Context: an optimization exercise on an open-source flow, tuned for small area, a short achievable clock period and few clock cycles. The choices shown serve that exercise and are no tape-out recipe.
Where RTL was checked, it was by simulation tests only, not by an equivalence proof against the original.
Power and IR drop assume default switching activity.

## v6
==> module rbit, before the edit <==
module rbit(
    input   [15:0]  d,
    input   [15:0]  e,
    output          y
);
    wire    [5:0]   n;
    ao222n u0(d[0], e[0], d[1], e[1], d[2], e[2], n[0]);
    ao222n u1(d[3], e[3], d[4], e[4], d[5], e[5], n[1]);
    ao222n u2(d[6], e[6], d[7], e[7], d[8], e[8], n[2]);
    ao222n u3(d[9], e[9], d[10], e[10], d[11], e[11], n[3]);
    ao222n u4(d[12], e[12], d[13], e[13], d[14], e[14], n[4]);
    nand2m u5(.a(d[15]), .b(e[15]), .y(n[5]));
    nand6  u6(n, y);
endmodule
==> module nand2m, before the edit <==
module nand2m(
    input           a,
    input           b,
    output          y
);
    assign y = ~(a & b);
endmodule
==> module ao32n, before the edit <==
module ao32n(
    input           a1, a2, a3, b1, b2,
    output          y
);
    assign y = ~((a1 & a2 & a3) | (b1 & b2));
endmodule
==> module seldec16, before the edit <==
module seldec16(
    input           sel,
    input           en,
    input   [3:0]   p,
    input   [3:0]   xl,
    input   [3:0]   xh,
    output  [15:0]  y
);
    wire    [3:0]   ln, hn;
    wire    [3:0]   pn = ~p;
    ao32n l0(sel, pn[1], pn[0], en, xl[0], ln[0]);
    ao32n l1(sel, pn[1], p[0],  en, xl[1], ln[1]);
    ao32n l2(sel, p[1],  pn[0], en, xl[2], ln[2]);
    ao32n l3(sel, p[1],  p[0],  en, xl[3], ln[3]);
    ao32n h0(sel, pn[3], pn[2], en, xh[0], hn[0]);
    ao32n h1(sel, pn[3], p[2],  en, xh[1], hn[1]);
    ao32n h2(sel, p[3],  pn[2], en, xh[2], hn[2]);
    ao32n h3(sel, p[3],  p[2],  en, xh[3], hn[3]);
    genvar i;
    generate
        for (i = 0; i < 16; i = i + 1) begin : g
            nor2m u(.a(ln[i % 4]), .b(hn[i / 4]), .y(y[i]));
        end
    endgenerate
endmodule
==> module sap1, before the edit <==
module sap1(
    input           clk,
    input           rst,
    input           mem_we,
    input   [3:0]   mem_addr,
    input   [7:0]   mem_wdata,
    output  [7:0]   mem_rdata,
    output  [7:0]   out,
    output          cf,
    output          zf,
    output          halted
);
    reg     [7:0]   ir;          
    reg     [3:0]   pc;          
    reg     [7:0]   a;
    reg             c, z;
    reg     [7:0]   o;
    reg             h;           
    reg             hs;          
    reg     [7:0]   ram [0:15];
    wire    [3:0]   op = ir[7:4];
    wire    [3:0]   x = ir[3:0];
    wire            hlt = (op == 4'hf);
    assign out = o;
    assign cf = c;
    assign zf = z;
    assign halted = h | (!rst & hlt);
    wire    [127:0] q;
    genvar i;
    generate
        for (i = 0; i < 16; i = i + 1) begin : gq
            assign q[8 * i + 7 : 8 * i] = ram[i];
        end
    endgenerate
    wire    [15:0]  me;
    wire    [7:0]   m;
    dec16 u_mdec(.a(x), .y(me));
    rport u_mport(.q(q), .e(me), .y(m));
    wire            jump = (op == 4'h6) | (op == 4'h7 & c) | (op == 4'h8 & z);
    wire    [3:0]   fa = jump ? x : pc;
    wire    [3:0]   fl = {fa[1:0] == 2'd3, fa[1:0] == 2'd2, fa[1:0] == 2'd1, fa[1:0] == 2'd0};
    wire    [3:0]   fh = {fa[3:2] == 2'd3, fa[3:2] == 2'd2, fa[3:2] == 2'd1, fa[3:2] == 2'd0};
    wire    [15:0]  fe;
    wire    [7:0]   rd;
    seldec16 u_fdec(.sel(rst | hs), .en(!rst), .p(mem_addr),
                    .xl(fl & {4{!hs}}), .xh(fh & {4{!hs}}), .y(fe));
    rport u_fport(.q(q), .e(fe), .y(rd));
    assign mem_rdata = rd;
    wire            sta = !h & (op == 4'h4);
    wire    [7:0]   wd = rst ? mem_wdata : a;
    generate
        for (i = 0; i < 16; i = i + 1) begin : gw
            always @(posedge clk) begin
                if (rst ? mem_we & fe[i] : sta & me[i]) ram[i] <= wd;
            end
        end
    endgenerate
    wire            fwd = rst ? mem_we & (mem_addr == 4'h0) : sta & (x == fa);
    wire    [7:0]   nxt = fwd ? wd : rst ? ram[0] : rd;
    always @(posedge clk) begin
        ir <= nxt;
        hs <= (!rst & (h | hlt)) | (nxt[7:4] == 4'hf);
    end
    wire            s = op[0];
    wire    [7:0]   t;
    wire            co;
    adder u_add(.a(a), .b(m ^ {8{s}}), .ci(s), .s(t), .co(co));
    always @(posedge clk or posedge rst) begin
        if (rst) begin
            pc <= 4'h1;
            a <= 8'b0;
            c <= 1'b0;
            z <= 1'b0;
            o <= 8'b0;
            h <= 1'b0;
        end else if (!h) begin
            pc <= fa + 4'h1;
            case (op)
                4'h1: a <= m;
                4'h2, 4'h3: begin
                    a <= t;
                    c <= co ^ s;
                    z <= (t == 8'b0);
                end
                4'h5: a <= {4'b0, x};
                4'he: o <= a;
                4'hf: h <= 1'b1;
                default: ;
            endcase
        end
    end
endmodule
clock: 6.5 ns
lec_check: 0
cap_margin: 20
core_margin: 2
core_utilization: 55
cts_buf_list: sky130_fd_sc_hd__clkbuf_8
setup_slack_margin: 2.5
slew_margin: 20
synth_hierarchical: 1
run.sh (not shown) runs the stock make flow with config.mk's settings and CLKGATE_MAP_FILE= SYNTH_SCRIPT=/design/flow/synth_recipe.tcl, a recipe that flattens the netlist after the stock synthesis.
v6 has completed all stages; timing, DRC and antenna checks passed.
Here is what was changed in the inputs of v7 compared with v6.
==> flow/design.v, changed modules only <==
module rbit(
    input   [15:0]  d,
    input   [15:0]  e,
    output          y
);
    wire    [5:0]   n;
    ao222n u0(d[0], e[0], d[1], e[1], d[2], e[2], n[0]);
    ao222n u1(d[3], e[3], d[4], e[4], d[5], e[5], n[1]);
    ao222n u2(d[6], e[6], d[7], e[7], d[8], e[8], n[2]);
    ao222n u3(d[9], e[9], d[10], e[10], d[11], e[11], n[3]);
    ao22n  u4(d[12], e[12], d[13], e[13], n[4]);
    ao22n  u5(d[14], e[14], d[15], e[15], n[5]);
    nand6  u6(n, y);
endmodule
module sap1(
    input           clk,
    input           rst,
    input           mem_we,
    input   [3:0]   mem_addr,
    input   [7:0]   mem_wdata,
    output  [7:0]   mem_rdata,
    output  [7:0]   out,
    output          cf,
    output          zf,
    output          halted
);
    reg     [7:0]   ir;          
    reg     [3:0]   pc;          
    reg     [7:0]   a;
    reg             c, z;
    reg     [7:0]   o;
    reg             h;           
    reg     [7:0]   ram [0:15];
    wire    [3:0]   op = ir[7:4];
    wire    [3:0]   x = ir[3:0];
    wire            hlt = (op == 4'hf);
    assign out = o;
    assign cf = c;
    assign zf = z;
    assign halted = h | (!rst & hlt);
    wire    [127:0] q;
    genvar i;
    generate
        for (i = 0; i < 16; i = i + 1) begin : gq
            assign q[8 * i + 7 : 8 * i] = ram[i];
        end
    endgenerate
    wire    [15:0]  me;
    wire    [7:0]   m;
    dec16 u_mdec(.a(x), .y(me));
    rport u_mport(.q(q), .e(me), .y(m));
    wire    [15:0]  pe;
    dec16 u_pdec(.a(mem_addr), .y(pe));
    rport u_pport(.q(q), .e(pe), .y(mem_rdata));
    wire            jump = (op == 4'h6) | (op == 4'h7 & c) | (op == 4'h8 & z);
    wire    [3:0]   fa = rst ? 4'h0 : jump ? x : pc;
    wire    [15:0]  fe;
    wire    [7:0]   rd;
    dec16 u_fdec(.a(fa), .y(fe));
    rport u_fport(.q(q), .e(fe), .y(rd));
    wire            sta = !h & (op == 4'h4);
    wire    [7:0]   wd = rst ? mem_wdata : a;
    generate
        for (i = 0; i < 16; i = i + 1) begin : gw
            always @(posedge clk) begin
                if (rst ? mem_we & pe[i] : sta & me[i]) ram[i] <= wd;
            end
        end
    endgenerate
    wire            fwd = rst ? mem_we & (mem_addr == 4'h0) : sta & (x == fa);
    wire    [7:0]   nxt = fwd ? wd : rd;
    always @(posedge clk) begin
        ir <= nxt;
    end
    wire            s = op[0];
    wire    [7:0]   t;
    wire            co;
    adder u_add(.a(a), .b(m ^ {8{s}}), .ci(s), .s(t), .co(co));
    always @(posedge clk or posedge rst) begin
        if (rst) begin
            pc <= 4'h1;
            a <= 8'b0;
            c <= 1'b0;
            z <= 1'b0;
            o <= 8'b0;
            h <= 1'b0;
        end else if (!h) begin
            pc <= fa + 4'h1;
            case (op)
                4'h1: a <= m;
                4'h2, 4'h3: begin
                    a <= t;
                    c <= co ^ s;
                    z <= (t == 8'b0);
                end
                4'h5: a <= {4'b0, x};
                4'he: o <= a;
                4'hf: h <= 1'b1;
                default: ;
            endcase
        end
    end
endmodule
// module nand2m removed
// module ao32n removed
// module seldec16 removed
==> notes.md <==
Delta (v7 minus v6): die boundary width shows an increase of about 4%; worst slack after detailed placement increased 0.50 ns; area after synthesis shows an increase of about 9%; wire length of the first global-routing pass climbed about 19%.
Per the comparison of v7 with v6, sequential cell fraction of total power has decreased, total chip power has increased, die extent in y has increased, cell depth of the worst setup path has decreased, power share of the clock group has decreased.
Testbench counts of v7, summed over its fixed seeds: cycles 18,992.
The RTL of v6 was laid out without a check of its function.

## separate check: timing with driven ports
The flow's constraints put no driver on any port. The routed layouts listed below were extracted and timed again, unchanged, in two steps. Step 1 assumes that a clkbuf_16 drives the clock port and a buf_2 every other input. Step 2 moves the port delays by t, midway between the first and last clock arrival at a register: inputs arrive t later, outputs are due t later. That takes back most of the time a late clock gives input paths. Three values: ideal ports, drivers, drivers and shift; two values: the first two.
run | t (ns) | setup WS [ns] | latest minus earliest clock arrival (ns) | slew at the worst register clock pin (ns)
v6 | 0.494 | 1.489 / 1.460 / 1.469 | 0.015 / 0.016 | 0.10 / 0.10
v7 | 0.499 | 2.373 / 2.320 / 2.268 | 0.016 / 0.016 | 0.10 / 0.10
After both steps every run listed still meets setup and hold. The setup slack of v7, which loses most, moves by -0.053 ns with the drivers and by -0.105 ns with both steps.
